This design comes from an exercise in tuning for small area, a short achievable clock period and few clock cycles per item on the open sky130 flow, not from production work.
In this exercise RTL edits were held to simulation tests only and were not proved equivalent to the original.
Power is estimated from default activity; no workload was simulated.

==> design/flow/config.mk <==
export PLATFORM = sky130hd
export DESIGN_NAME = ysyx_22040228divunit
export DESIGN_NICKNAME = ysyx_22040228divunit
export VERILOG_FILES = /design/flow/design.v
export SDC_FILE = /design/flow/constraint.sdc
export NUM_CORES = 4
export LEC_CHECK = 0
export CAP_MARGIN = 20
export CORE_MARGIN = 2
export CORE_UTILIZATION = 40
export CTS_BUF_LIST = sky130_fd_sc_hd__clkbuf_8 sky130_fd_sc_hd__clkbuf_16
export CTS_CLUSTER_DIAMETER = 80
export CTS_CLUSTER_SIZE = 40
export PLACE_DENSITY = 0.6
export SETUP_SLACK_MARGIN = 1.7
export SLEW_MARGIN = 20
export TNS_END_PERCENT = 5
==> design/flow/constraint.sdc <==
create_clock -name core_clock -period 5.5 [get_ports {clk}]
set_input_delay 1.1000 -clock core_clock [delete_from_list [all_inputs] [get_ports {clk}]]
set_output_delay 1.1000 -clock core_clock [all_outputs]
set_load 0.01 [all_outputs]
==> design/flow/design.v <==
module ysyx_22040228divider (
    input        wire                                       clk               ,
    input        wire                                       rst               ,
    input        wire    [63:0]                             diviser           ,
    input        wire    [63:0]                             dividend          ,
    input        wire    [7 :0]                             inst_opcode       ,
    input        wire                                       div_ready         ,
    output       wire    [63:0]                             div_rem_data      ,
    output       wire                                       div_finish
);
localparam [2:0] S_IDLE = 3'd0,
                 S_PREP = 3'd1,
                 S_CHK  = 3'd2,
                 S_RUN  = 3'd3,
                 S_FIX1 = 3'd4,
                 S_FIX2 = 3'd5,
                 S_DONE = 3'd6;
reg     [2:0]    st       ;
reg              finish   ;
reg     [63:0]   R        ;    
reg     [71:0]   D        ;    
reg     [63:0]   Q        ;    
reg     [6:0]    t        ;    
reg              ci       ;    
reg              aln      ;    
reg              wrd      ;    
reg              rem      ;    
reg              aneg     ;    
reg              bneg     ;    
reg              nfin     ;    
wire op_div   = (inst_opcode == 8'b10000110  );
wire op_divw  = (inst_opcode == 8'b01010001 );
wire op_divuw = (inst_opcode == 8'b00100101);
wire op_rem   = (inst_opcode == 8'b11000001  );
wire op_remu  = (inst_opcode == 8'b10000101 );
wire op_remw  = (inst_opcode == 8'b00010011 );
wire op_remuw = (inst_opcode == 8'b01000011);
wire i_sgn  = op_div | op_divw | op_rem | op_remw ;
wire i_wrd  = op_divw | op_divuw | op_remw | op_remuw ;
wire i_rem  = op_rem | op_remu | op_remw | op_remuw ;
wire i_aneg = i_sgn & (i_wrd ? dividend[31] : dividend[63]) ;
wire i_bneg = i_sgn & (i_wrd ? diviser[31]  : diviser[63] ) ;
wire [63:0] a_mag = {(i_wrd ? 32'b0 : (dividend[63:32] ^ {32{i_aneg}})), dividend[31:0] ^ {32{i_aneg}}} ;
wire [63:0] b_mag = {(i_wrd ? 32'b0 : (diviser[63:32]  ^ {32{i_bneg}})), diviser[31:0]  ^ {32{i_bneg}}} ;
reg [63:0] H ;
reg [63:0] hl ;
integer k, l ;
always @(*) begin
    H = R ;
    for (l = 0; l < 6; l = l + 1) begin
        hl = H ;
        for (k = 0; k < 64; k = k + 1)
            if (((k >> l) & 1) == 0)
                H[k] = hl[k] | hl[(k | (1 << l)) & ~((1 << l) - 1)] ;
    end
end
wire d_hi   = |D[71:64] ;
wire len_ge = d_hi | (|(D[63:0] & ~{1'b0, H[63:1]})) ;    
wire len_g2 = (|D[71:65]) | (|(D[64:1] & ~H)) ;           
wire d_zero = ~(|D) & ~bneg ;                             
wire [63:0] sub_b = ~D[63:0] ;
reg  [63:0] ag, ap, cg, cp, cgl, cpl ;
integer m, n ;
always @(*) begin
    ag = R & sub_b ;
    ap = R ^ sub_b ;
    cg = ag ;
    cp = ap ;
    for (n = 0; n < 6; n = n + 1) begin
        cgl = cg ;
        cpl = cp ;
        for (m = 0; m < 64; m = m + 1)
            if (((m >> n) & 1) == 1) begin
                cg[m] = cgl[m] | (cpl[m] & cgl[((m >> n) << n) - 1]) ;
                cp[m] = cpl[m] & cpl[((m >> n) << n) - 1] ;
            end
    end
end
wire [64:0] cy  = {cg | (cp & {64{ci}}), ci} ;    
wire [64:0] sub = {cy[64], ap ^ cy[63:0]} ;
wire        ge  = sub[64] & ~d_hi ;
wire idle   = (st == S_IDLE) ;
wire prep   = (st == S_PREP) ;
wire quick  = d_zero ;
wire chk_q  = (st == S_CHK) & quick ;
wire run    = (st == S_RUN) | ((st == S_CHK) & ~quick) ;
wire shift8 = run & aln & H[0] & ~len_ge ;                  
wire skip2  = run & ~shift8 & (t[6:1] != 6'd0) & len_g2 ;  
wire step1  = run & ~shift8 & ~skip2 ;
wire iter   = step1 | skip2 ;
wire last   = step1 & (t == 7'd0) ;                         
wire fin    = chk_q | (iter & last) ;                       
wire q_zero = ~(|Q[62:0]) & ~ge ;                          
wire tofix  = chk_q ? (rem ? aneg : 1'b1) : (nfin & (rem | ~q_zero)) ;    
wire [6:0] t_p8 = t + 7'd8 ;
wire [6:0] t_m1 = t - 7'd1 ;
wire [6:0] t_m2 = t - 7'd2 ;
wire [63:0] q_last = {Q[62:0], ge & ~chk_q} | {63'b0, chk_q & d_zero} ;
wire [63:0] q_next = (skip2 | chk_q) ? {Q[61:0], 1'b0, chk_q & d_zero} : {Q[62:0], ge} ;
wire        fin_q   = fin & ~rem ;                          
wire        sel_sub = prep | (st == S_FIX2) | (run & ~fin_q) ;
wire        r_en    = idle | prep | (st == S_FIX1) | (st == S_FIX2) | fin_q | (ge & run & ~shift8) ;
wire [63:0] r_d     = sel_sub ? sub[63:0] : (idle ? a_mag : (fin_q ? q_last : 64'b0)) ;
always @(posedge clk) begin
    if (idle | prep)
        D <= {8'b0, b_mag | {64{idle & i_aneg}}} ;
    else if (st == S_FIX1)
        D <= {8'b0, R} ;
    else if (shift8)
        D <= {D[63:0], {8{bneg}}} ;
    else if (skip2)
        D <= {2'b0, D[71:2]} ;
    else
        D <= {1'b0, D[71:1]} ;
    Q <= iter ? q_next : 64'b0 ;
    if (idle)
        t <= 7'd0 ;
    else if (shift8)
        t <= t_p8 ;
    else if (skip2)
        t <= t_m2 ;
    else if (step1)
        t <= t_m1 ;
    if (idle)
        ci <= i_aneg | ~i_bneg ;
    else if (prep)
        ci <= ~bneg ;
    else if (st == S_FIX1)
        ci <= 1'b1 ;
    if (idle) begin
        aln  <= 1'b1 ;
        wrd  <= i_wrd ;
        rem  <= i_rem ;
        aneg <= i_aneg ;
        bneg <= i_bneg ;
        nfin <= i_rem ? i_aneg : (i_aneg ^ i_bneg) ;
    end
    else if (iter)
        aln <= 1'b0 ;
    if (r_en)
        R <= r_d ;
end
always @(posedge clk) begin
    if (rst == 1'b1) begin
        st     <= S_IDLE ;
        finish <= 1'b0 ;
    end
    else begin
        case (st)
            S_IDLE : begin
                finish <= 1'b0 ;
                if (div_ready)
                    st <= i_aneg ? S_PREP : S_CHK ;
            end
            S_PREP :
                st <= S_CHK ;
            S_FIX1 :
                st <= S_FIX2 ;
            S_FIX2 : begin
                st     <= S_DONE ;
                finish <= 1'b1 ;
            end
            S_DONE : begin
                st     <= S_IDLE ;
                finish <= 1'b0 ;
            end
            default : begin    
                if (fin) begin
                    st     <= tofix ? S_FIX1 : S_DONE ;
                    finish <= ~tofix ;
                end
                else
                    st <= S_RUN ;
            end
        endcase
    end
end
assign div_finish   = finish ;
assign div_rem_data = wrd ? {{32{R[31]}}, R[31:0]} : R ;
endmodule
module ysyx_22040228divunit (
    input        wire                                       clk               ,
    input        wire                                       rst               ,
    input        wire    [63:0]                             op1_i             ,
    input        wire    [63:0]                             op2_i             ,
    input        wire    [7 :0]                             inst_opcode_i     ,
    input        wire                                       div_ready         ,
    output       wire    [63:0]                             div_rem_data      ,
    output       wire                                       div_finish
);
ysyx_22040228divider divider2 (
    .clk              (clk            ) ,
    .rst              (rst            ) ,
    .dividend         (op1_i          ) ,
    .diviser          (op2_i          ) ,
    .inst_opcode      (inst_opcode_i  ) ,
    .div_ready        (div_ready      ) ,
    .div_rem_data     (div_rem_data   ) ,
    .div_finish       (div_finish     )
);
endmodule
==> design/flow/flow/run.sh <==
#!/bin/bash
# The standard layout (standard.sh), with one change: the buffers that
# the flow puts on every input and output port are the smallest buffer cell
# (sky130_fd_sc_hd__buf_1) rather than the one the resizer picks. The full
# output of the flow goes to flow_standard.log in the folder this runs in.
set -e
export BUFFER_PORTS_ARGS="-buffer_cell sky130_fd_sc_hd__buf_1"
bash standard.sh > flow_standard.log 2>&1
==> design/flow/standard.sh <==
#!/bin/bash
# synth_recipe.tcl (not shown) runs the flow's synth.tcl, then flattens the netlist and writes it again
# the make line also repeats each setting of config.mk as NAME=value (left out here)
make -C /OpenROAD-flow-scripts/flow DESIGN_CONFIG=/design/flow/config.mk WORK_HOME=/design/flow/orfs CLKGATE_MAP_FILE= SYNTH_SCRIPT=/design/flow/synth_recipe.tcl "${@:-finish}"
==> metrics.csv, run 1 <==
stage;metric;value;unit
die;Core Region;0.0406;sq mm
logic_synthesis;sequential area share after synthesis;0.308;
logic_synthesis;Post-synth ARST share;0;
drt;Routed WL;65400;um
clock_network;Clock Path Buffers;3;
critical_path;Worst Reg-to-Reg Cells;12;
sta;min Tclk post-route;3.83;ns
sta;RSZ-0062 raised after global routing;yes;
sta;setup ws final;1.67;ns
sta;pins over their slew limit;0;
logic_synthesis;ranking of synthesized cells by area;dfxtp_1, edfxtp_1, o21ai_0;
logic_synthesis;Avg Inst Size Synth;8.02;sq um
global_route;largest net degree at the start of global routing;66;
drt;DR vias;16900;
layout;synth-to-layout area growth;16.7;%
global_route;antenna violations before repair;2;
clock_network;CTS H-tree lvls;1;
sta;Final Setup Violations;0;
critical_path;critical path arrival;4.09;ns
clock_network;clock root buffer;clkbuf_16;
die;Site Rows;74;
sta;relative slew slack;0.343;
global_route;Overall Global Routing Usage;0.296;
sta;fin crit share;0.696;
clock_network;Worst-path clk slew;0.10;ns
layout;commonest non-fill, non-tap cell in the layout;o21ai_0;
sta;Setup TNS;0;ns
worst_hold_path;worst min path class;flop to flop;
clock_network;CTS Buf Count;17;
worst_hold_path;hold_sp;divider2.t[1]$_SDFFE_PP0P_;
clock_network;CTS tree;built;
logic_synthesis;Mapped Cells;2044;
worst_hold_path;worst hold path endpoint;divider2.t[1]$_SDFFE_PP0P_;
drt;per-cell routed wire length;23.6;um
logic_synthesis;Post-Syn Nets;2253;
drt;via density per instance;6.10;
die;io pins;204;
sta;clk_skew;0.0234;ns
critical_path;CP Capture Type;flop;
place;I/O Buffers;203;
sta;Slew @ Worst Pin;0.976;ns
critical_path;RR Startpoint;divider2.R[17]$_DFFE_PP_;
critical_path;crit-path max FO;33;
layout;most frequent cells in the layout;o21ai_0, buf_1, nor2_1;
critical_path;Setup CP Type;flop to flop;
logic_synthesis;Primary FF master, synth;dfxtp_1;
power_and_ir_drop;Pwr Total;13.3;mW
layout;share of layout cells above drive strength 1;0.117;
die;Die Area;0.0426;sq mm
power_and_ir_drop;power density over the cells;695;mW/mm^2
logic_synthesis;Yosys top cell area share;0.180;
clock_network;CTS sink cnt;217;
global_route;grt total ovfl;0;
place;Detail Placement HPWL;47000;um
die;Die Span X;206;um
drt;DRT Pass-1 Iters;6;
die;Die Height;206;um
drt;DRC Markers;0;
drt;DR iter-0 viols;2497;
critical_path;Worst Setup SP;divider2.R[17]$_DFFE_PP_;
status;status;timing/DRC/antenna clean;
sta;max frequency;261;MHz
place;gpl congestion;0.974;
power_and_ir_drop;leakage;7.14;nW
logic_synthesis;register bit total from synthesis;217;
sta;Final Hold Viols;0;
global_route;number of global-route vias before repair;15700;
logic_synthesis;Yosys top cell by area;dfxtp_1;
worst_hold_path;WHS Path Cells;2;
critical_path;CP Data Required Time;5.76;ns
job;Max Cap Violations;0;
clock_network;latest clock arrival within the worst-skew pair;0.53;ns
critical_path;crit path launch type;flop;
critical_path;r2r setup slk;1.67;ns
global_route;first-pass GRT wire length;96500;um
die;Initial Utilization;0.403;
logic_synthesis;Ys Warns;1;
critical_path;reg2reg end;divider2.R[54]$_DFFE_PP_;
place;dpl ws;0.810;ns
logic_synthesis;Synth Cell Area;0.0164;sq mm
logic_synthesis;EDFF count, synth;70;
layout;Layout Nets;2442;
logic_synthesis;post-synth cell types;86;
drt;Final ANT Viol Nets;0;
power_and_ir_drop;Worst VDD drop;0.266;mV
clock_network;# hold bufs at CTS;0;
## how the worst max path moves through the flow
| stage | cells after the start | to | slack [ns] |
|---|---|---|---|
| floorplan | 11 | divider2.R[0]$_DFFE_PP_ | -0.57 |
| global placement | 12 | divider2.D[7]$_DFF_P_ | 0.93 |
| detailed placement | 12 | divider2.D[3]$_DFF_P_ | 0.81 |
| CTS | 11 | divider2.R[2]$_DFFE_PP_ | 1.62 |
| global route | 13 | divider2.D[31]$_DFF_P_ | 1.55 |
| finish | 12 | divider2.R[54]$_DFFE_PP_ | 1.67 |
## sequential cells by signal, summed over array words and instances, names as in the netlist, 3 cells and up
register	cells
divider2.R	64
divider2.D	72
divider2.t	7
divider2.st	3
divider2.Q	63
## stage by stage
| step | instances | instance area (sq um) | util | hold slack [ns] |
|---|---|---|---|---|
| after floorplan | 2044 | 16500 | - | 0.431 |
| after global placement | 2663 | 17500 | 0.429 | 0.447 |
| after detailed placement | 2663 | 17500 | 0.429 | 0.462 |
| after CTS | 2719 | 18400 | 0.452 | 0.475 |
| after global routing | 2776 | 19100 | 0.471 | 0.499 |
| final | 2776 | 19100 | 0.471 | 0.479 |
## critical path: stages (launching register included)
cell	delay (ns)
edfxtp_1	0.42
buf_4	0.18
or4_1	0.60
nor2_1	0.25
nand2_1	0.20
nor3_1	0.29
o31a_1	0.32
o31ai_4	0.15
a41oi_2	0.31
nor2_4	0.08
buf_4	0.26
a21oi_1	0.36
o21ai_1	0.11
## per-layer routing
layer / vias to the layer above / wire length [um] / global-route usage
li1: 7783 / - / -
met1: 8096 / 28300 / 0.424
met2: 889 / 28500 / 0.450
met3: 160 / 6010 / 0.0445
met4: 2 / 2530 / 0.106
met5: - / 11 / 0
## power by group
group          internal [mW]  switching [mW]
Sequential              2.45           0.963
Clock                  0.600           0.705
Combinational           3.37            5.22
## synthesized netlist by cell type (69+ instances only)
library cell	n
a21oi_1	136
nor2_1	180
nand3_1	79
xor2_1	91
ha_1	69
mux2i_1	70
dfxtp_1	147
o21ai_0	227
edfxtp_1	70
xnor2_1	90
nand2_1	131
inv_1	118
## timing repair
item,4_1_cts,5_1_grt
gates resized for setup,43,69
setup buffers,22,52
cloned,5,4
hold endpoints to repair,0,0
pin swaps,5,16
setup endpoints to repair,194,223
## cells by family (layout without fill, tap and decap cells)
| family | Yosys count | count (layout) | share of synthesized area |
|---|---|---|---|
| other | 1 | 2 | 0.000229 |
| DFF | 217 | 217 | 0.308 |
| buffers and inverters | 270 | 466 | 0.0763 |
| AOI/OAI and AO/OA | 636 | 636 | 0.242 |
| xor gates and xnor gates | 181 | 181 | 0.0967 |
| muxes | 72 | 72 | 0.0441 |
| and+or+nand+nor | 597 | 600 | 0.179 |
| adders and majority gates | 70 | 70 | 0.0539 |
## cell type report
cell class	instances	area, sq um
multi-input combinational	1560	10600
tap	532	666
antenna	1	2.50
clock buffer	17	425
inverter	120	454
timing repair buffer	317	1780
sequential	217	5090
fill	4004	21500
clock inverter	12	113
Testbench counts, summed over its fixed seeds: cycles 41,156, items 3,200.
==> inputs of run 2 (changes only) <==
--- a/design/flow/design.v
+++ b/design/flow/design.v
@@ -24,2 +24,3 @@
 reg              ci       ;    
+reg              dh       ;    
 reg              aln      ;    
@@ -56,6 +57,6 @@
 end
-wire d_hi   = |D[71:64] ;
+wire d_hi   = dh ;                                        
 wire len_ge = d_hi | (|(D[63:0] & ~{1'b0, H[63:1]})) ;    
 wire len_g2 = (|D[71:65]) | (|(D[64:1] & ~H)) ;           
-wire d_zero = ~(|D) & ~bneg ;                             
+wire d_zero = ~(|D[63:0]) & ~bneg ;                       
 wire [63:0] sub_b = ~D[63:0] ;
@@ -104,2 +105,10 @@
 always @(posedge clk) begin
+    if (idle | prep | (st == S_FIX1))
+        dh <= 1'b0 ;
+    else if (shift8)
+        dh <= |D[63:56] ;
+    else if (skip2)
+        dh <= |D[71:66] ;
+    else
+        dh <= |D[71:65] ;
     if (idle | prep)
--- a/design/flow/config.mk
+++ b/design/flow/config.mk
@@ -14,3 +14,3 @@
 export PLACE_DENSITY = 0.6
-export SETUP_SLACK_MARGIN = 1.7
+export SETUP_SLACK_MARGIN = 1.8
 export SLEW_MARGIN = 20
==> run 2 against run 1 <==
Effect of this change:
- still clean on timing, DRC and antenna
- sequential power is 3% higher
- setup slack better by 0.024 ns
- maximum frequency increased by 0.64%
- critical path type unchanged
- critical endpoint is now divider2.R[48]$_DFFE_PP_
- largest power group unchanged
- highest routed layer is now met4
==> metrics.csv, run 2 <==
stage;metric;value;unit;change
sta;Slew @ Worst Pin;0.915;ns;was 0.976 ns
place;I/O Buffers;203;;unchanged
sta;relative slew slack;0.384;;was 0.343
global_route;largest net degree at the start of global routing;71;;was 66
die;Core Region;0.0398;sq mm;was 0.0406 sq mm
logic_synthesis;Yosys top cell area share;0.183;;was 0.180
clock_network;CTS Buf Count;15;;was 17
critical_path;CP Capture Type;flop;;unchanged
clock_network;# hold bufs at CTS;0;;unchanged
logic_synthesis;ranking of synthesized cells by area;dfxtp_1, edfxtp_1, a21oi_1;;was dfxtp_1, edfxtp_1, o21ai_0
logic_synthesis;complex-gate fraction of the synthesized area;0.265;;was 0.242
logic_synthesis;Post-Syn Nets;2200;;was 2,253
drt;DRT Pass-1 Iters;6;;unchanged
die;Die Area;0.0420;sq mm;was 0.0426 sq mm
layout;synth-to-layout area growth;16.9;%;was 16.7%
critical_path;crit path launch type;flop;;unchanged
status;status;timing/DRC/antenna clean;;unchanged
worst_hold_path;worst min path class;flop to flop;;unchanged
logic_synthesis;main combinational cell family by area after synthesis;compound AO/OA/AOI/OAI gates;;unchanged
global_route;first-pass GRT wire length;92900;um;was 96,500 um
layout;largest register by flop count;divider2.D;;unchanged
sta;RSZ-0062 raised after global routing;yes;;unchanged
layout;# diodes;0;;was 1
clock_network;clock root buffer;clkbuf_16;;unchanged
global_route;grt total ovfl;0;;unchanged
clock_network;CTS H-tree lvls;1;;unchanged
sta;hold_ws;0.496;ns;was 0.479 ns
logic_synthesis;Mapped Cells;1991;;was 2,044
logic_synthesis;sequential area share after synthesis;0.313;;was 0.308
sta;min Tclk post-route;3.81;ns;was 3.83 ns
drt;DRC Markers;0;;unchanged
drt;DR vias;16300;;was 16,900
global_route;number of global-route vias before repair;15100;;was 15,700
drt;DR iter-0 viols;1732;;was 2,497
clock_network;Clock Path Buffers;3;;unchanged
sta;fin crit share;0.692;;was 0.696
drt;via density per instance;6.02;;was 6.10
global_route;Overall Global Routing Usage;0.291;;was 0.296
die;io pins;204;;unchanged
logic_synthesis;Post-synth ARST share;0;;unchanged
layout;area of the multi-input gates;0.0103;sq mm;was 0.0106 sq mm
logic_synthesis;register bit total from synthesis;218;;was 217
layout;Top Registers;divider2.D x72, divider2.R x64, divider2.Q x63;;unchanged
sta;Final Hold Viols;0;;unchanged
logic_synthesis;Avg Inst Size Synth;8.12;sq um;was 8.02 sq um
clock_network;CTS sink cnt;218;;was 217
job;Max Cap Violations;0;;unchanged
place;Detail Placement HPWL;46500;um;was 47,000 um
drt;per-cell routed wire length;23.5;um;was 23.6 um
logic_synthesis;mux cell area share after synthesis;0.0417;;was 0.0441
power_and_ir_drop;Worst VDD drop;0.252;mV;was 0.266 mV
critical_path;critical path arrival;4.08;ns;was 4.09 ns
drt;Routed WL;63500;um;was 65,400 um
critical_path;CP Data Required Time;5.77;ns;was 5.76 ns
sta;pins over their slew limit;0;;unchanged
sta;Final Setup Violations;0;;unchanged
die;Site Rows;73;;was 74
critical_path;Setup CP Type;flop to flop;;unchanged
die;Die Height;205;um;was 206 um
clock_network;latest clock arrival within the worst-skew pair;0.55;ns;was 0.53 ns
logic_synthesis;Synth Cell Area;0.0162;sq mm;was 0.0164 sq mm
layout;max FFs per register;72;;unchanged
power_and_ir_drop;Pwr Total;13.6;mW;was 13.3 mW
logic_synthesis;post-synthesis xor/xnor area fraction;0.0970;;was 0.0967
clock_network;CTS tree;built;;unchanged
power_and_ir_drop;leakage;7.20;nW;was 7.14 nW
sta;Setup TNS;0;ns;unchanged
global_route;antenna violations before repair;0;;was 2
logic_synthesis;Ys Warns;1;;unchanged
sta;clk_skew;0.0494;ns;was 0.0234 ns
logic_synthesis;Commonest cells post-synth;a21oi_1, nand2_1, o21ai_0;;was o21ai_0, nor2_1, dfxtp_1
logic_synthesis;count leader, synth;a21oi_1;;was o21ai_0
worst_hold_path;WHS Path Cells;2;;unchanged
die;Die Span X;205;um;was 206 um
logic_synthesis;Synth Area in Adders;0.0546;;was 0.0539
drt;Final ANT Viol Nets;0;;unchanged
layout;most frequent cells in the layout;a21oi_1, buf_1, nand2_1;;was o21ai_0, buf_1, nor2_1
logic_synthesis;Primary FF master, synth;dfxtp_1;;unchanged
critical_path;Worst Reg-to-Reg Cells;11;;was 12
logic_synthesis;Yosys top cell by area;dfxtp_1;;unchanged
layout;Layout Nets;2381;;was 2,442
layout;Fillers;4061;;was 4,004
logic_synthesis;area share of and/or/nand/nor cells after synthesis;0.155;;was 0.179
logic_synthesis;EDFF count, synth;70;;unchanged
place;gpl congestion;0.998;;was 0.974
sta;max frequency;263;MHz;was 261 MHz
die;Initial Utilization;0.406;;was 0.403
logic_synthesis;post-synth cell types;76;;was 86
layout;commonest non-fill, non-tap cell in the layout;a21oi_1;;was o21ai_0
critical_path;crit-path max FO;21;;was 33
layout;register area;0.00507;sq mm;was 0.00509 sq mm
power_and_ir_drop;power density over the cells;722;mW/mm^2;was 695 mW/mm^2
clock_network;Worst-path clk slew;0.12;ns;was 0.10 ns
layout;share of layout cells above drive strength 1;0.103;;was 0.117
## run 2: what timing repair did
item,CTS,global route
gates resized for setup,32,36
setup endpoints to repair,300,286
pin swaps,13,10
buffers inserted,48,25
cloned,5,2
## run 2: layout make-up
type | instances | area share
Timing Repair Buffer | 307 | 0.0942
Multi-Input combinational cell | 1505 | 0.547
Clock inverter | 11 | 0.0111
Clock buffer | 15 | 0.0199
Tap cell | 525 | 0.0348
Sequential cell | 218 | 0.269
Inverter | 125 | 0.0248
## run 2: stage by stage
step / cells / utilization / setup slack, ns / cell area, sq um
global route: 2706 / 0.474 / 1.65 / 18900
floorplan: 1991 / - / 1.49 / 16200
finish: 2706 / 0.474 / 1.69 / 18900
global placement: 2600 / 0.434 / 1.22 / 17300
CTS: 2679 / 0.465 / 1.65 / 18500
detailed placement: 2600 / 0.434 / 1.10 / 17300
## run 2: cells by family after synthesis
| family | after synthesis |
|---|---|
| compound gates | 658 |
| simple gates | 527 |
| buf+inv | 271 |
| flops | 218 |
| xor+xnor | 179 |
| fa+ha+maj | 70 |
| mux | 67 |
| other cells | 1 |
## run 2: report_power, final
| part | total, mW | leakage, nW | internal [mW] | switching, mW |
|---|---|---|---|---|
| registers | 3.50 | 1.94 | 2.44 | 1.05 |
| clock network | 1.35 | 0.276 | 0.583 | 0.763 |
| logic | 8.80 | 4.98 | 3.45 | 5.35 |
## run 2: path summary, 6_finish.rpt
path / slack (ns) / startpoint / endpoint
setup / recovery: 1.69 / divider2.R[46]$_DFFE_PP_ / divider2.R[48]$_DFFE_PP_
hold / removal: 0.50 / divider2.Q[31]$_SDFF_PN0_ / divider2.Q[32]$_SDFF_PN0_
setup reg to reg: 1.69 / divider2.R[46]$_DFFE_PP_ / divider2.R[48]$_DFFE_PP_
hold reg to reg: 0.50 / divider2.Q[31]$_SDFF_PN0_ / divider2.Q[32]$_SDFF_PN0_
## run 2: routing by layer
layer / vias up / global-route usage / wire [um]
met2: 842 / 0.406 / 25700
met4: 0 / 0.0858 / 1760
li1: 7588 / - / -
met5: - / 0 / 0
met1: 7767 / 0.431 / 29000
met3: 86 / 0.0780 / 6960
## run 2: critical path: stages (launching register included)
cell,delay (ns)
edfxtp_1,0.51
nor3_1,0.32
nand4_1,0.19
or3_1,0.37
or3_1,0.43
o21ai_2,0.20
nor3_2,0.10
a2111o_1,0.52
and2_4,0.21
o221ai_4,0.21
buf_12,0.16
bufbuf_16,0.31
Testbench counts of run 2, summed over its fixed seeds: cycles 41,156, items 3,200.
==> inputs of run 3 (changes only) <==
--- a/design/flow/config.mk
+++ b/design/flow/config.mk
@@ -11,4 +11,4 @@
 export CTS_BUF_LIST = sky130_fd_sc_hd__clkbuf_8 sky130_fd_sc_hd__clkbuf_16
-export CTS_CLUSTER_DIAMETER = 80
-export CTS_CLUSTER_SIZE = 40
+export CTS_CLUSTER_DIAMETER = 60
+export CTS_CLUSTER_SIZE = 30
 export PLACE_DENSITY = 0.6
==> run 3 against run 2 <==
Effect of this change:
- critical path type unchanged
- wire length rose by 0.43%
- synthesized cell count stayed put
- cell area is 1.1% higher
- total power grew 1.9%
- register-to-register slack better by 0.06 ns
- largest power group unchanged
- still clean on timing, DRC and antenna
- critical endpoint is now divider2.R[55]$_DFFE_PP_
- clock skew shrank 0.032 ns
- largest cell class unchanged
==> metrics.csv, run 3 <==
stage;metric;value;unit;change
sta;relative slew slack;0.329;;was 0.384
sta;setup ws final;1.75;ns;was 1.69 ns
logic_synthesis;Yosys top cell area share;0.183;;unchanged
sta;clk_skew;0.0175;ns;was 0.0494 ns
logic_synthesis;Post-synth ARST share;0;;unchanged
layout;# diodes;0;;unchanged
drt;via density per instance;6.00;;was 6.02
status;status;timing/DRC/antenna clean;;unchanged
place;I/O Buffers;203;;unchanged
layout;Layout Nets;2383;;was 2,381
logic_synthesis;sequential area share after synthesis;0.313;;unchanged
logic_synthesis;Post-Syn Nets;2200;;unchanged
clock_network;CTS sink cnt;218;;unchanged
global_route;grt total ovfl;0;;unchanged
layout;synth-to-layout area growth;18.1;%;was 16.9%
worst_hold_path;worst min path class;flop to flop;;unchanged
die;Die Area;0.0420;sq mm;unchanged
critical_path;CP Data Required Time;5.73;ns;was 5.77 ns
layout;most frequent cells in the layout;a21oi_1, buf_1, nand2_1;;unchanged
die;Site Rows;73;;unchanged
logic_synthesis;ranking of synthesized cells by area;dfxtp_1, edfxtp_1, a21oi_1;;unchanged
clock_network;CTS Buf Count;22;;was 15
clock_network;Clock Path Buffers;3;;unchanged
sta;max frequency;267;MHz;was 263 MHz
clock_network;Worst-path clk slew;0.08;ns;was 0.12 ns
sta;Slew @ Worst Pin;1.01;ns;was 0.915 ns
layout;Top Registers;divider2.D x72, divider2.R x64, divider2.Q x63;;unchanged
place;Detail Placement HPWL;46500;um;unchanged
critical_path;crit path launch type;flop;;unchanged
logic_synthesis;Mapped Cells;1991;;unchanged
layout;share of layout cells above drive strength 1;0.106;;was 0.103
logic_synthesis;post-synth cell types;76;;unchanged
logic_synthesis;Commonest cells post-synth;a21oi_1, nand2_1, o21ai_0;;unchanged
critical_path;critical path arrival;3.98;ns;was 4.08 ns
worst_hold_path;worst hold path endpoint;divider2.Q[62]$_SDFF_PN0_;;was divider2.Q[32]$_SDFF_PN0_
drt;routed wl met3;6270;um;was 6960 um
drt;DR vias;16300;;about the same
worst_hold_path;hold_sp;divider2.Q[61]$_SDFF_PN0_;;was divider2.Q[31]$_SDFF_PN0_
drt;DRT Pass-1 Iters;5;;was 6
die;Core Region;0.0398;sq mm;unchanged
clock_network;# hold bufs at CTS;0;;unchanged
die;Initial Utilization;0.406;;unchanged
layout;Fillers;4025;;was 4,061
sta;pins over their slew limit;0;;unchanged
logic_synthesis;register bit total from synthesis;218;;unchanged
die;io pins;204;;unchanged
drt;per-cell routed wire length;23.5;um;about the same
global_route;first-pass GRT wire length;92100;um;was 92,900 um
logic_synthesis;Yosys top cell by area;dfxtp_1;;unchanged
power_and_ir_drop;power density over the cells;728;mW/mm^2;was 722 mW/mm^2
power_and_ir_drop;leakage;7.28;nW;was 7.20 nW
drt;DR iter-0 viols;1765;;was 1,732
clock_network;CTS H-tree lvls;1;;unchanged
place;dpl ws;1.10;ns;unchanged
sta;Final Hold Viols;0;;unchanged
drt;Routed WL;63700;um;was 63,500 um
drt;met1 wire length;29300;um;was 29,000 um
sta;Setup TNS;0;ns;unchanged
critical_path;CP Capture Type;flop;;unchanged
critical_path;RR Startpoint;divider2.R[51]$_DFFE_PP_;;was divider2.R[46]$_DFFE_PP_
power_and_ir_drop;Pwr Total;13.9;mW;was 13.6 mW
place;gpl congestion;0.998;;unchanged
logic_synthesis;count leader, synth;a21oi_1;;unchanged
logic_synthesis;Ys Warns;1;;unchanged
sta;RSZ-0062 raised after global routing;yes;;unchanged
global_route;number of global-route vias before repair;14900;;was 15,100
global_route;largest net degree at the start of global routing;71;;unchanged
drt;Final ANT Viol Nets;0;;unchanged
drt;DRC Markers;0;;unchanged
logic_synthesis;EDFF count, synth;70;;unchanged
logic_synthesis;Synth Cell Area;0.0162;sq mm;unchanged
drt;top routing layer used;met4;;unchanged
clock_network;CTS tree;built;;unchanged
die;Die Span X;205;um;unchanged
global_route;Overall Global Routing Usage;0.287;;was 0.291
die;Die Height;205;um;unchanged
critical_path;crit-path max FO;21;;unchanged
critical_path;r2r setup slk;1.75;ns;was 1.69 ns
critical_path;Setup CP Type;flop to flop;;unchanged
global_route;antenna violations before repair;1;;was 0
sta;fin crit share;0.682;;was 0.692
critical_path;reg2reg end;divider2.R[55]$_DFFE_PP_;;was divider2.R[48]$_DFFE_PP_
sta;min Tclk post-route;3.75;ns;was 3.81 ns
power_and_ir_drop;Worst VDD drop;0.342;mV;was 0.252 mV
clock_network;latest clock arrival within the worst-skew pair;0.54;ns;was 0.55 ns
critical_path;Worst Reg-to-Reg Cells;11;;unchanged
layout;largest register by flop count;divider2.D;;unchanged
drt;met2 wire len;26600;um;was 25,700 um
logic_synthesis;Primary FF master, synth;dfxtp_1;;unchanged
layout;area of the multi-input gates;0.0103;sq mm;about the same
layout;register area;0.00508;sq mm;was 0.00507 sq mm
job;Max Cap Violations;0;;unchanged
clock_network;clock root buffer;clkbuf_16;;unchanged
worst_hold_path;WHS Path Cells;2;;unchanged
layout;max FFs per register;72;;unchanged
layout;commonest non-fill, non-tap cell in the layout;a21oi_1;;unchanged
logic_synthesis;Avg Inst Size Synth;8.12;sq um;unchanged
sta;Final Setup Violations;0;;unchanged
## run 3: cell types whose count changed in the layout (fill, tap and decap cells not counted), sizes merged
| cell | before | now |
|---|---|---|
| clkinv | 5 | 3 |
| bufinv | 0 | 1 |
| inv | 131 | 136 |
| clkinvlp | 0 | 1 |
| bufbuf | 3 | 0 |
| clkbuf | 17 | 29 |
| buf | 302 | 297 |
## run 3: worst max path at each step
stage	slack [ns]	start	endpoint
2_1_floorplan	1.49	divider2.R[55]$_DFFE_PP_	divider2.R[0]$_DFFE_PP_
3_3_place_gp	1.22	divider2.D[5]$_DFF_P_	divider2.R[55]$_DFFE_PP_
3_5_place_dp	1.10	inst_opcode_i[6]	divider2.D[31]$_DFF_P_
4_1_cts	1.64	divider2.R[49]$_DFFE_PP_	divider2.R[11]$_DFFE_PP_
5_1_grt	1.68	divider2.D[5]$_DFF_P_	divider2.R[52]$_DFFE_PP_
6_report	1.75	divider2.R[51]$_DFFE_PP_	divider2.R[55]$_DFFE_PP_
## run 3: repair_timing
item / CTS / global route
cloned: 4 / 6
gates resized for setup: 25 / 51
pin swaps: 3 / 17
setup buffers: 14 / 51
setup endpoints to repair: 300 / 307
## run 3: worst max-delay path, cell delays in order, from the launching register on
cell      delay (ns)
edfxtp_1        0.51
nor4_4          0.35
nand4_1         0.22
or3_4           0.38
or3_4           0.40
o21ai_2         0.16
nor3_2          0.10
a2111o_1        0.52
and2_4          0.21
o221ai_4        0.18
buf_4           0.18
buf_12          0.18
## run 3: kinds of logic after synthesis
kind of cell             count (synthesis)  synth area share
AO/OA/AOI/OAI                          658             0.265
XOR/XNOR                               179            0.0970
adder cells (fa/ha/maj)                 70            0.0546
buffers and inverters                  271            0.0732
flip-flops                             218             0.313
multiplexers                            67            0.0417
other                                    1          0.000232
AND/OR/NAND/NOR                        527             0.155
## run 3: power by group
part           internal [mW]  total (mW)  switching, mW
Clock                  0.884        1.66          0.780
Sequential              2.45        3.56           1.11
Combinational           3.43        8.68           5.25
## run 3: layer usage
metal  GRT usage  vias up
li1            -     7595
met3      0.0557       93
met2       0.412      809
met5           0        -
met1       0.436     7792
met4      0.0637        0
## run 3: final cells by class
class,instances,area share
multi-input cells,1505,0.540
clock inverters,16,0.00996
repair buffers,302,0.0930
well taps,525,0.0344
clock buffers,24,0.0315
flip-flops and latches,218,0.266
inverters,125,0.0246
## run 3: per-stage QoR
stage	hold slack (ns)	util	instance area, sq um	instances
after detailed placement	0.474	0.434	17300	2600
after global routing	0.501	0.480	19100	2715
after floorplan	0.423	-	16200	1991
after global placement	0.460	0.434	17300	2600
final	0.482	0.480	19100	2715
after CTS	0.486	0.462	18400	2658
==> inputs of run 4 (changes only) <==
--- a/design/flow/config.mk
+++ b/design/flow/config.mk
@@ -14,3 +14,3 @@
 export PLACE_DENSITY = 0.6
-export SETUP_SLACK_MARGIN = 1.8
+export SETUP_SLACK_MARGIN = 2.0
 export SLEW_MARGIN = 20
==> run 4 against run 3 <==
Effect of this change:
- non-clock buffer count up 38
- via count up 1.4%
- sequential power down 3%
- cell area up 2.5%
- maximum frequency up 2.4%
- wire length up 2.4%
- worst hold slack worse by 0.0029 ns
- final cell count up 1.4%
- clock skew about the same
- clock power about the same
- synthesized cell count unchanged
- highest routed layer unchanged
==> metrics.csv, run 4 <==
stage;metric;value;unit;change
clock_network;Clock Path Buffers;3;;unchanged
worst_hold_path;WHS Path Cells;2;;unchanged
sta;RSZ-0062 raised after global routing;yes;;unchanged
logic_synthesis;Post-Syn Nets;2200;;unchanged
drt;Routed WL;65300;um;was 63,700 um
critical_path;CP Data Required Time;5.88;ns;was 5.73 ns
critical_path;reg2reg end;divider2.R[35]$_DFFE_PP_;;was divider2.R[55]$_DFFE_PP_
layout;largest register by flop count;divider2.D;;unchanged
sta;Slew @ Worst Pin;0.931;ns;was 1.01 ns
layout;Layout Nets;2421;;was 2,383
die;Site Rows;73;;unchanged
logic_synthesis;Avg Inst Size Synth;8.12;sq um;unchanged
worst_hold_path;worst hold path endpoint;divider2.Q[62]$_SDFF_PN0_;;unchanged
power_and_ir_drop;power density over the cells;735;mW/mm^2;was 728 mW/mm^2
sta;Setup TNS;0;ns;unchanged
logic_synthesis;Ys Warns;1;;unchanged
place;post-placement cell count;2600;;unchanged
drt;Final ANT Viol Nets;0;;unchanged
logic_synthesis;Post-synth ARST share;0;;unchanged
critical_path;crit path launch type;flop;;unchanged
global_route;grt total ovfl;0;;unchanged
critical_path;Setup CP Type;flop to flop;;unchanged
critical_path;CP Capture Type;flop;;unchanged
place;I/O Buffers;203;;unchanged
global_route;antenna violations before repair;1;;unchanged
place;gpl congestion;0.998;;unchanged
sta;Final Setup Violations;0;;unchanged
clock_network;# hold bufs at CTS;0;;unchanged
die;Core Region;0.0398;sq mm;unchanged
die;io pins;204;;unchanged
critical_path;crit-path max FO;8;;was 21
logic_synthesis;ranking of synthesized cells by area;dfxtp_1, edfxtp_1, a21oi_1;;unchanged
drt;DRT Pass-1 Iters;6;;was 5
die;Initial Utilization;0.406;;unchanged
status;status;timing/DRC/antenna clean;;unchanged
logic_synthesis;EDFF count, synth;70;;unchanged
place;Detail Placement HPWL;46500;um;unchanged
layout;Top Registers;divider2.D x72, divider2.R x64, divider2.Q x63;;unchanged
drt;per-cell routed wire length;23.7;um;was 23.5 um
clock_network;CTS tree;built;;unchanged
clock_network;Worst-path clk slew;0.08;ns;about the same
logic_synthesis;Mapped Cells;1991;;unchanged
logic_synthesis;count leader, synth;a21oi_1;;unchanged
layout;share of layout cells above drive strength 1;0.132;;was 0.106
sta;Final Hold Viols;0;;unchanged
layout;synth-to-layout area growth;21.1;%;was 18.1%
clock_network;clock root buffer;clkbuf_16;;unchanged
global_route;largest net degree at the start of global routing;71;;unchanged
critical_path;critical path arrival;4.04;ns;was 3.98 ns
logic_synthesis;Commonest cells post-synth;a21oi_1, nand2_1, o21ai_0;;unchanged
job;Max Cap Violations;0;;unchanged
drt;DR iter-0 viols;1871;;was 1,765
sta;pins over their slew limit;0;;unchanged
worst_hold_path;hold_sp;divider2.Q[61]$_SDFF_PN0_;;unchanged
power_and_ir_drop;leakage;7.49;nW;was 7.28 nW
drt;via density per instance;6.00;;about the same
sta;max frequency;273;MHz;was 267 MHz
drt;DRC Markers;0;;unchanged
critical_path;Worst Reg-to-Reg Cells;14;;was 11
logic_synthesis;register bit total from synthesis;218;;unchanged
logic_synthesis;sequential area share after synthesis;0.313;;unchanged
sta;hold_ws;0.479;ns;was 0.482 ns
global_route;first-pass GRT wire length;94600;um;was 92,100 um
layout;final cell count without fillers;2753;;was 2,715
logic_synthesis;Primary FF master, synth;dfxtp_1;;unchanged
drt;DR vias;16500;;was 16,300
global_route;Overall Global Routing Usage;0.295;;was 0.287
layout;max FFs per register;72;;unchanged
logic_synthesis;Synth Cell Area;0.0162;sq mm;unchanged
critical_path;r2r setup slk;1.84;ns;was 1.75 ns
clock_network;latest clock arrival within the worst-skew pair;0.54;ns;about the same
logic_synthesis;post-synth cell types;76;;unchanged
layout;commonest non-fill, non-tap cell in the layout;a21oi_1;;unchanged
logic_synthesis;Yosys top cell area share;0.183;;unchanged
sta;clk_skew;0.0176;ns;was 0.0175 ns
layout;# diodes;0;;unchanged
clock_network;CTS sink cnt;218;;unchanged
sta;relative slew slack;0.378;;was 0.329
sta;fin crit share;0.665;;was 0.682
die;Die Area;0.0420;sq mm;unchanged
clock_network;CTS Buf Count;22;;unchanged
global_route;number of global-route vias before repair;15200;;was 14,900
power_and_ir_drop;Worst VDD drop;0.327;mV;was 0.342 mV
die;Die Height;205;um;unchanged
layout;most frequent cells in the layout;a21oi_1, buf_1, nand2_1;;unchanged
worst_hold_path;worst min path class;flop to flop;;unchanged
logic_synthesis;Yosys top cell by area;dfxtp_1;;unchanged
sta;min Tclk post-route;3.66;ns;was 3.75 ns
critical_path;RR Startpoint;divider2.R[31]$_DFFE_PP_;;was divider2.R[51]$_DFFE_PP_
die;Die Span X;205;um;unchanged
clock_network;CTS H-tree lvls;1;;unchanged
run 4: cell types whose count changed in the layout (fill, tap and decap cells not counted), moves of 3 or more:
cell / change
dfxtp_2: +3
a21oi_2: +4
buf_16: +3
a21oi_1: -4
o21ai_0: -3
dfxtp_1: -3
nor2_1: -3
buf_4: +34
run 4: per-layer routing:
layer / up-vias / routed length (um) / track usage
met3: 80 / 6960 / 0.0514
met2: 907 / 27300 / 0.428
met5: - / 0 / 0
met4: 0 / 1430 / 0.0681
met1: 7849 / 29600 / 0.449
li1: 7679 / - / -
run 4: cell type report:
type	instances	area [sq um]
flip-flops and latches	218	5090
repair buffers	340	2110
clock buffers	24	601
clock inverters	16	190
inverters	125	469
multi-input cells	1505	10500
fillers	3977	20300
well taps	525	657
run 4: logic make-up after synthesis:
group,synth area share
compound gates,0.265
xor+xnor,0.0970
fa+ha+maj,0.0546
buf+inv,0.0732
flops,0.313
mux,0.0417
other cells,0.000232
simple gates,0.155
run 4: critical path: stages (launching register included):
cell	delay [ns]
edfxtp_1	0.44
nor2_1	0.11
nor4b_2	0.17
buf_4	0.17
o2111ai_1	0.18
a31oi_1	0.15
o41a_1	0.45
o31a_4	0.40
a2111o_1	0.44
buf_6	0.14
a211oi_4	0.22
buf_6	0.19
buf_12	0.15
a221oi_2	0.09
a21oi_1	0.17
run 4: power breakdown:
part | leakage [nW] | internal, mW | total, mW | switching, mW
clock network | 0.389 | 0.884 | 1.67 | 0.787
registers | 1.94 | 2.45 | 3.44 | 0.986
logic | 5.16 | 3.71 | 9.28 | 5.56
total | 7.49 | 7.05 | 14.4 | 7.34
run 4: per-stage QoR:
| step | utilization | cell area (sq um) | power, mW | setup slack (ns) |
|---|---|---|---|---|
| floorplan | - | 16200 | 8.71 | 1.49 |
| global placement | 0.434 | 17300 | 11.2 | 1.22 |
| detailed placement | 0.434 | 17300 | 11.2 | 1.10 |
| CTS | 0.478 | 19000 | 13.7 | 1.90 |
| global route | 0.491 | 19600 | 15.2 | 1.76 |
| finish | 0.491 | 19600 | 14.4 | 1.84 |
run 4: worst max-delay path by stage:
stage	start	end	slack [ns]	cells past startpoint
6_report	divider2.R[31]$_DFFE_PP_	divider2.R[35]$_DFFE_PP_	1.84	14
5_1_grt	divider2.R[26]$_DFFE_PP_	divider2.R[1]$_DFFE_PP_	1.76	14
4_1_cts	divider2.wrd$_DFFE_PP_	div_rem_data[35]	1.90	3
3_5_place_dp	inst_opcode_i[6]	divider2.D[31]$_DFF_P_	1.10	12
3_3_place_gp	divider2.D[5]$_DFF_P_	divider2.R[55]$_DFFE_PP_	1.22	12
2_1_floorplan	divider2.R[55]$_DFFE_PP_	divider2.R[0]$_DFFE_PP_	1.49	9
run 4: repair_timing:
action                     CTS  global route
pin swaps                   25            17
setup buffers               66            37
gates cloned                 7             3
resized for setup           71            50
setup endpoints to repair  306           303
==> inputs of run 5 (changes only) <==
--- a/design/flow/config.mk
+++ b/design/flow/config.mk
@@ -14,3 +14,3 @@
 export PLACE_DENSITY = 0.6
-export SETUP_SLACK_MARGIN = 2.0
+export SETUP_SLACK_MARGIN = 1.9
 export SLEW_MARGIN = 20
==> run 5 against run 4 <==
Effect of this change:
- highest routed layer unchanged
- core utilization fell by 0.72 points
- cell area fell by 1.5%
- sequential cell count did not move
- still clean on timing, DRC and antenna
- final cell count fell by 0.80%
- largest cell class unchanged
- worst hold slack improved by 0.0012 ns
==> metrics.csv, run 5 <==
stage;metric;value;unit;change
clock_network;CTS H-tree lvls;1;;unchanged
worst_hold_path;worst min path class;flop to flop;;unchanged
logic_synthesis;main combinational cell family by area after synthesis;compound AO/OA/AOI/OAI gates;;unchanged
drt;DRC Markers;0;;unchanged
layout;synth-to-layout area growth;19.3;%;was 21.1%
global_route;largest net degree at the start of global routing;71;;unchanged
power_and_ir_drop;power density over the cells;732;mW/mm^2;was 735 mW/mm^2
die;Die Area;0.0420;sq mm;unchanged
sta;relative slew slack;0.323;;was 0.378
layout;share of layout cells above drive strength 1;0.114;;was 0.132
drt;DRT Pass-1 Iters;5;;was 6
critical_path;Critical-path top delay cell;a2111o_1;;was o41a_1
logic_synthesis;area share of and/or/nand/nor cells after synthesis;0.155;;unchanged
place;I/O Buffers;203;;unchanged
layout;commonest non-fill, non-tap cell in the layout;a21oi_1;;unchanged
critical_path;Setup CP Type;flop to flop;;unchanged
critical_path;critical path depth;11;;was 14
logic_synthesis;Commonest cells post-synth;a21oi_1, nand2_1, o21ai_0;;unchanged
die;Die Span X;205;um;unchanged
layout;most frequent cells in the layout;a21oi_1, buf_1, nand2_1;;unchanged
logic_synthesis;Post-synth ARST share;0;;unchanged
critical_path;crit-path most repeated cell;or3_4;;was buf_6
status;status;timing/DRC/antenna clean;;unchanged
clock_network;CTS tree;built;;unchanged
logic_synthesis;ranking of synthesized cells by area;dfxtp_1, edfxtp_1, a21oi_1;;unchanged
critical_path;Buf/Inv on CP;1;;was 4
die;Core Region;0.0398;sq mm;unchanged
clock_network;# hold bufs at CTS;0;;unchanged
critical_path;crit path launch type;flop;;unchanged
layout;Fillers;4018;;was 3,977
logic_synthesis;Synth Area in Adders;0.0546;;unchanged
worst_hold_path;WHS Path Cells;2;;unchanged
sta;Setup TNS;0;ns;unchanged
logic_synthesis;Avg Inst Size Synth;8.12;sq um;unchanged
logic_synthesis;EDFF count, synth;70;;unchanged
die;Initial Utilization;0.406;;unchanged
place;Detail Placement HPWL;46500;um;unchanged
critical_path;critical path's top delay family;simple AND/OR/NAND/NOR gates;;was compound AO/OA/AOI/OAI gates
sta;clk_skew;0.0231;ns;was 0.0176 ns
critical_path;crit-path max cell delay;0.51;ns;was 0.45 ns
clock_network;Clock Path Buffers;3;;unchanged
layout;# diodes;0;;unchanged
global_route;Overall Global Routing Usage;0.292;;was 0.295
clock_network;CTS Buf Count;22;;unchanged
logic_synthesis;post-synthesis xor/xnor area fraction;0.0970;;unchanged
power_and_ir_drop;Pwr Total;14.1;mW;was 14.4 mW
power_and_ir_drop;Worst VDD drop;0.314;mV;was 0.327 mV
logic_synthesis;register bit total from synthesis;218;;unchanged
global_route;grt total ovfl;0;;unchanged
power_and_ir_drop;leakage;7.38;nW;was 7.49 nW
critical_path;crit-path max FO;32;;was 8
logic_synthesis;Yosys top cell area share;0.183;;unchanged
logic_synthesis;post-synth cell types;76;;unchanged
global_route;first-pass GRT wire length;93800;um;was 94,600 um
job;Max Cap Violations;0;;unchanged
sta;max frequency;269;MHz;was 273 MHz
sta;min Tclk post-route;3.71;ns;was 3.66 ns
critical_path;critical path arrival;4.07;ns;was 4.04 ns
drt;Final ANT Viol Nets;0;;unchanged
drt;via density per instance;6.01;;was 6.00
drt;DR vias;16400;;was 16,500
logic_synthesis;Yosys top cell by area;dfxtp_1;;unchanged
sta;Slew @ Worst Pin;1.02;ns;was 0.931 ns
die;io pins;204;;unchanged
clock_network;latest clock arrival within the worst-skew pair;0.55;ns;was 0.54 ns
layout;max FFs per register;72;;unchanged
global_route;antenna violations before repair;1;;unchanged
clock_network;CTS sink cnt;218;;unchanged
drt;per-cell routed wire length;23.5;um;was 23.7 um
place;dpl ws;1.10;ns;unchanged
critical_path;CP Data Required Time;5.85;ns;was 5.88 ns
sta;fin crit share;0.675;;was 0.665
place;gpl congestion;0.998;;unchanged
logic_synthesis;Post-Syn Nets;2200;;unchanged
clock_network;Worst-path clk slew;0.08;ns;about the same
critical_path;Worst Reg-to-Reg Cells;11;;was 14
die;Die Height;205;um;unchanged
sta;setup ws final;1.79;ns;was 1.84 ns
sta;RSZ-0062 raised after global routing;yes;;unchanged
critical_path;CP Cell Sequence;nor4_4, nand4_1, or3_4, or3_4, o21ai_4, nor3_4, a2111o_1, a211oi_4, bufbuf_16, a22oi_1, o21ai_0;;was nor2_1, nor4b_2, buf_4, o2111ai_1, a31oi_1, o41a_1, o31a_4, a2111o_1, buf_6, a211oi_4, buf_6, buf_12, a221oi_2, a21oi_1
logic_synthesis;Synth Cell Area;0.0162;sq mm;unchanged
sta;Final Setup Violations;0;;unchanged
clock_network;clock root buffer;clkbuf_16;;unchanged
die;Site Rows;73;;unchanged
sta;Final Hold Viols;0;;unchanged
drt;Routed WL;64300;um;was 65,300 um
logic_synthesis;Ys Warns;1;;unchanged
layout;Final Core Density;0.484;;was 0.491
logic_synthesis;mux cell area share after synthesis;0.0417;;unchanged
layout;Top Registers;divider2.D x72, divider2.R x64, divider2.Q x63;;unchanged
logic_synthesis;Mapped Cells;1991;;unchanged
logic_synthesis;Primary FF master, synth;dfxtp_1;;unchanged
layout;Layout Nets;2399;;was 2,421
global_route;number of global-route vias before repair;15200;;about the same
critical_path;CP Capture Type;flop;;unchanged
logic_synthesis;complex-gate fraction of the synthesized area;0.265;;unchanged
sta;pins over their slew limit;0;;unchanged
logic_synthesis;sequential area share after synthesis;0.313;;unchanged
drt;DR iter-0 viols;1656;;was 1,871
layout;largest register by flop count;divider2.D;;unchanged
logic_synthesis;count leader, synth;a21oi_1;;unchanged
## run 5: cells by family after synthesis
family / Yosys count
buffers and inverters: 271
multiplexers: 67
flip-flops: 218
XOR/XNOR: 179
AND/OR/NAND/NOR: 527
adder cells (fa/ha/maj): 70
other: 1
AO/OA/AOI/OAI: 658
## run 5: final timing paths
check,startpoint,end,slack [ns]
worst max-delay path,divider2.R[51]$_DFFE_PP_,divider2.R[1]$_DFFE_PP_,1.79
worst min-delay path,divider2.Q[29]$_SDFF_PN0_,divider2.Q[30]$_SDFF_PN0_,0.48
worst max register to register,divider2.R[51]$_DFFE_PP_,divider2.R[1]$_DFFE_PP_,1.79
worst min register to register,divider2.Q[29]$_SDFF_PN0_,divider2.Q[30]$_SDFF_PN0_,0.48
## run 5: final cells by class
cell class / count / area [sq um] / share of cell area
Timing Repair Buffer: 318 / 1920 / 0.0995
Multi-Input combinational cell: 1505 / 10400 / 0.538
Clock buffer: 24 / 601 / 0.0311
Sequential cell: 218 / 5080 / 0.263
Clock inverter: 16 / 190 / 0.00986
Tap cell: 525 / 657 / 0.0341
Inverter: 125 / 469 / 0.0243
## run 5: worst min-delay path: stages (launching register included)
cell and delay, ns:
dfxtp_1 0.34, nand2_1 0.06, a21oi_1 0.05
## run 5: power by group
part           internal (mW)  leakage, nW  switching [mW]
Combinational           3.54         5.05            5.39
Sequential              2.45         1.94            1.05
Clock                  0.884        0.389           0.791
## run 5: metrics by stage
stage,hold slack [ns],area (sq um),instances
3_3_place_gp,0.460,17300,2600
4_1_cts,0.486,18900,2701
6_report,0.480,19300,2731
2_1_floorplan,0.423,16200,1991
3_5_place_dp,0.474,17300,2600
5_1_grt,0.501,19300,2731
## run 5: per-layer routing
metal  wire [um]  track usage  vias up
met5           0            0        -
li1            -            -     7639
met2       26600        0.421      789
met4        1590       0.0694        0
met3        6500       0.0628       94
met1       29600        0.440     7901
## run 5: what timing repair did
action,in CTS,in global routing
gates cloned,6,4
pin swaps,20,16
setup endpoints to repair,303,306
gates resized for setup,53,27
endpoints found under the hold margin,0,0
buffers inserted,55,26
==> inputs of run 6 (changes only) <==
--- a/design/flow/config.mk
+++ b/design/flow/config.mk
@@ -10,7 +10,5 @@
 export CORE_UTILIZATION = 40
-export CTS_BUF_LIST = sky130_fd_sc_hd__clkbuf_8 sky130_fd_sc_hd__clkbuf_16
-export CTS_CLUSTER_DIAMETER = 60
-export CTS_CLUSTER_SIZE = 30
+export CTS_BUF_LIST = sky130_fd_sc_hd__clkbuf_4 sky130_fd_sc_hd__clkbuf_8
 export PLACE_DENSITY = 0.6
-export SETUP_SLACK_MARGIN = 1.9
+export SETUP_SLACK_MARGIN = 1.7
 export SLEW_MARGIN = 20
==> run 6 against run 5 <==
Effect of this change:
- combinational power down 5.5%
- maximum frequency down 3.9%
- clock skew up 0.014 ns
- critical path depth unchanged
- non-clock buffer count down 35
- cell area down 2.3%
- worst hold slack worse by 0.0047 ns
- clock-buffer cell count up 43
- first-iteration DRC count up 2.0%
- final cell count down 0.11%
- register-to-register slack worse by 0.15 ns
- total power down 2.5%
- critical path type unchanged
==> metrics.csv, run 6 <==
stage;metric;value;unit;change
worst_hold_path;worst min path class;flop to flop;;unchanged
layout;synth-to-layout area growth;16.5;%;was 19.3%
status;status;timing/DRC/antenna clean;;unchanged
power_and_ir_drop;switching part of the total;0.510;;was 0.513
global_route;Overall Global Routing Usage;0.288;;was 0.292
sta;Final Setup Violations;0;;unchanged
clock_network;CTS tree;built;;unchanged
sta;fin crit share;0.702;;was 0.675
logic_synthesis;ranking of synthesized cells by area;dfxtp_1, edfxtp_1, a21oi_1;;unchanged
drt;per-cell routed wire length;23.1;um;was 23.5 um
power_and_ir_drop;combinational share of power;0.613;;was 0.633
drt;Final ANT Viol Nets;0;;unchanged
drt;DR iter-0 viols;1689;;was 1,656
logic_synthesis;Synth Cell Area;0.0162;sq mm;unchanged
layout;share of layout cells above drive strength 1;0.103;;was 0.114
sta;pins over their slew limit;0;;unchanged
power_and_ir_drop;power share of the clock group;0.126;;was 0.119
global_route;largest net degree at the start of global routing;71;;unchanged
die;Core Region;0.0398;sq mm;unchanged
sta;relative slew slack;0.336;;was 0.323
die;Die Span X;205;um;unchanged
layout;commonest non-fill, non-tap cell in the layout;a21oi_1;;unchanged
logic_synthesis;Post-Syn Nets;2200;;unchanged
logic_synthesis;count leader, synth;a21oi_1;;unchanged
critical_path;Setup CP Type;flop to flop;;unchanged
clock_network;# hold bufs at CTS;0;;unchanged
drt;DR vias;16300;;was 16,400
critical_path;CP Data Required Time;5.77;ns;was 5.85 ns
logic_synthesis;Commonest cells post-synth;a21oi_1, nand2_1, o21ai_0;;unchanged
drt;DRT Pass-1 Iters;6;;was 5
critical_path;CP Capture Type;flop;;unchanged
clock_network;Worst-path clk slew;0.06;ns;was 0.08 ns
critical_path;Buf/Inv on CP;2;;was 1
critical_path;Critical-path top delay cell;edfxtp_1;;was a2111o_1
die;Site Rows;73;;unchanged
logic_synthesis;Avg Inst Size Synth;8.12;sq um;unchanged
logic_synthesis;Post-synth ARST share;0;;unchanged
layout;Final Core Density;0.473;;was 0.484
sta;RSZ-0062 raised after global routing;yes;;unchanged
power_and_ir_drop;sequential power share;0.261;;was 0.248
critical_path;crit-path max cell delay;0.53;ns;was 0.51 ns
clock_network;CTS Buf Count;41;;was 22
sta;min Tclk post-route;3.86;ns;was 3.71 ns
layout;largest register by flop count;divider2.D;;unchanged
layout;most frequent cells in the layout;a21oi_1, buf_1, nand2_1;;unchanged
logic_synthesis;EDFF count, synth;70;;unchanged
drt;DRC Markers;0;;unchanged
clock_network;Clock Path Buffers;3;;unchanged
global_route;first-pass GRT wire length;92300;um;was 93,800 um
clock_network;CTS sink cnt;218;;unchanged
place;gpl congestion;0.998;;unchanged
clock_network;CTS H-tree lvls;2;;was 1
critical_path;crit-path most repeated cell;nor3_1;;was or3_4
global_route;antenna violations before repair;1;;unchanged
power_and_ir_drop;leakage;7.21;nW;was 7.38 nW
logic_synthesis;Yosys top cell area share;0.183;;unchanged
critical_path;critical path arrival;4.13;ns;was 4.07 ns
logic_synthesis;register bit total from synthesis;218;;unchanged
die;Die Area;0.0420;sq mm;unchanged
logic_synthesis;Ys Warns;1;;unchanged
drt;via density per instance;5.98;;was 6.01
layout;# diodes;0;;unchanged
die;Die Height;205;um;unchanged
critical_path;crit path launch type;flop;;unchanged
layout;max FFs per register;72;;unchanged
critical_path;CP Cell Sequence;nor3_1, nand4_1, or3_4, or3_1, o21ai_1, nor3_1, a2111o_1, and2_4, o221ai_4, buf_4, buf_12;;was nor4_4, nand4_1, or3_4, or3_4, o21ai_4, nor3_4, a2111o_1, a211oi_4, bufbuf_16, a22oi_1, o21ai_0
clock_network;clock root buffer;clkbuf_8;;was clkbuf_16
power_and_ir_drop;P_int;6.73;mW;was 6.87 mW
logic_synthesis;Mapped Cells;1991;;unchanged
power_and_ir_drop;Sw Pwr;7.02;mW;was 7.24 mW
sta;Final Hold Viols;0;;unchanged
die;io pins;204;;unchanged
sta;clk_skew;0.0376;ns;was 0.0231 ns
drt;Routed WL;63000;um;was 64,300 um
sta;max frequency;259;MHz;was 269 MHz
job;Max Cap Violations;0;;unchanged
layout;Top Registers;divider2.D x72, divider2.R x64, divider2.Q x63;;unchanged
sta;Setup TNS;0;ns;unchanged
place;I/O Buffers;203;;unchanged
sta;Slew @ Worst Pin;0.996;ns;was 1.02 ns
layout;Layout Nets;2382;;was 2,399
global_route;number of global-route vias before repair;15000;;was 15,200
critical_path;crit-path max FO;21;;was 32
power_and_ir_drop;Worst VDD drop;0.283;mV;was 0.314 mV
critical_path;critical path's top delay family;simple AND/OR/NAND/NOR gates;;unchanged
die;Initial Utilization;0.406;;unchanged
logic_synthesis;Yosys top cell by area;dfxtp_1;;unchanged
power_and_ir_drop;power density over the cells;730;mW/mm^2;was 732 mW/mm^2
logic_synthesis;sequential area share after synthesis;0.313;;unchanged
logic_synthesis;Primary FF master, synth;dfxtp_1;;unchanged
logic_synthesis;post-synth cell types;76;;unchanged
clock_network;latest clock arrival within the worst-skew pair;0.59;ns;was 0.55 ns
place;Detail Placement HPWL;46500;um;unchanged
global_route;grt total ovfl;0;;unchanged
-- run 6: cell counts after synthesis --
No cell type changed its count.
-- run 6: logic make-up (layout without fill, tap and decap cells) --
kind of cell	Yosys count	in the layout	synth area share
compound gates	658	660	0.265
simple gates	527	527	0.155
buf+inv	271	481	0.0732
flops	218	218	0.313
xor+xnor	179	179	0.0970
fa+ha+maj	70	70	0.0546
mux	67	67	0.0417
other cells	1	1	0.000232
-- run 6: what timing repair did --
item                                    4_1_cts  5_1_grt
pin swaps                                     3       13
endpoints found under the setup margin      296      287
setup buffers                                 8       42
gates resized for setup                      18       29
gates cloned                                  3        2
-- run 6: cell type report --
| cell class | count | area [sq um] |
|---|---|---|
| Sequential cell | 218 | 5070 |
| Clock inverter | 6 | 66.3 |
| Multi-Input combinational cell | 1504 | 10200 |
| Clock buffer | 67 | 822 |
| Fill cell | 4085 | 21000 |
| Timing Repair Buffer | 283 | 1520 |
| Inverter | 125 | 469 |
| Tap cell | 525 | 657 |
-- run 6: worst min-delay path: stages (launching register included) --
cell,delay [ns]
dfxtp_1,0.32
nand2_1,0.06
a21oi_1,0.05
-- run 6: power groups by stage --
| stage | registers [mW] | clock network, mW | logic, mW |
|---|---|---|---|
| global route | 3.62 | 1.82 | 9.14 |
| global placement | 3.56 | 0 | 7.60 |
| finish | 3.59 | 1.73 | 8.44 |
| floorplan | 3.00 | 0 | 5.71 |
| CTS | 3.54 | 1.74 | 7.89 |
| detailed placement | 3.57 | 0 | 7.64 |
-- run 6: layer usage --
| layer | track usage | wire length [um] | vias up |
|---|---|---|---|
| met5 | 0 | 0 | - |
| met4 | 0.0784 | 1720 | 0 |
| met3 | 0.0570 | 5950 | 105 |
| met2 | 0.411 | 25800 | 757 |
| met1 | 0.436 | 29500 | 7851 |
| li1 | - | - | 7605 |
-- run 6: path summary, 6_finish.rpt --
| kind | end | slack (ns) | cells after the start | startpoint |
|---|---|---|---|---|
| worst min-delay path | divider2.Q[62]$_SDFF_PN0_ | 0.48 | 2 | divider2.Q[61]$_SDFF_PN0_ |
| worst min register to register | divider2.Q[62]$_SDFF_PN0_ | 0.48 | 2 | divider2.Q[61]$_SDFF_PN0_ |
| worst max register to register | divider2.R[55]$_DFFE_PP_ | 1.64 | 11 | divider2.R[45]$_DFFE_PP_ |
| worst max-delay path | divider2.R[55]$_DFFE_PP_ | 1.64 | 11 | divider2.R[45]$_DFFE_PP_ |
-- run 6: metrics by stage --
| stage | hold slack [ns] | setup WS (ns) | instances | area, sq um | total power [mW] |
|---|---|---|---|---|---|
| after floorplan | 0.423 | 1.49 | 1991 | 16200 | 8.71 |
| after global placement | 0.460 | 1.22 | 2600 | 17300 | 11.2 |
| after detailed placement | 0.474 | 1.10 | 2600 | 17300 | 11.2 |
| after CTS | 0.469 | 1.59 | 2684 | 18300 | 13.2 |
| after global routing | 0.490 | 1.58 | 2728 | 18800 | 14.6 |
| final | 0.475 | 1.64 | 2728 | 18800 | 13.8 |

[re-timing with driven ports]
No port has a modelled driver above. Below, the same layouts with a new extraction and two added sets of constraints. Step 1: set_driving_cell puts a clkbuf_16 on clk and a buf_2 on each other input, an assumption about the parent block. Step 2 times the ports against the registers' clock, not the clock port: input delays grow and output delays shrink by t, the midpoint of the rising clock arrivals with the driver on. a / b / c = ideal / step 1 / step 2; a / b = the first two.
run	t (ns)	slack for setup (ns)	clock arrival spread, ns	worst register clock-pin slew, ns
run 1	0.567	1.670 / 1.670 / 1.248	0.023 / 0.024	0.10 / 0.10
run 2	0.578	1.694 / 1.694 / 1.496	0.049 / 0.050	0.12 / 0.12
run 3	0.583	1.751 / 1.751 / 1.459	0.018 / 0.018	0.08 / 0.08
run 4	0.588	1.841 / 1.841 / 1.605	0.018 / 0.018	0.08 / 0.08
run 5	0.589	1.789 / 1.789 / 1.551	0.023 / 0.023	0.08 / 0.08
run 6	0.621	1.638 / 1.638 / 1.330	0.038 / 0.037	0.06 / 0.06
After both steps every run listed still meets setup and hold. The setup slack of run 1, which loses most, moves by 0.000 ns with the drivers and by -0.422 ns with both steps.
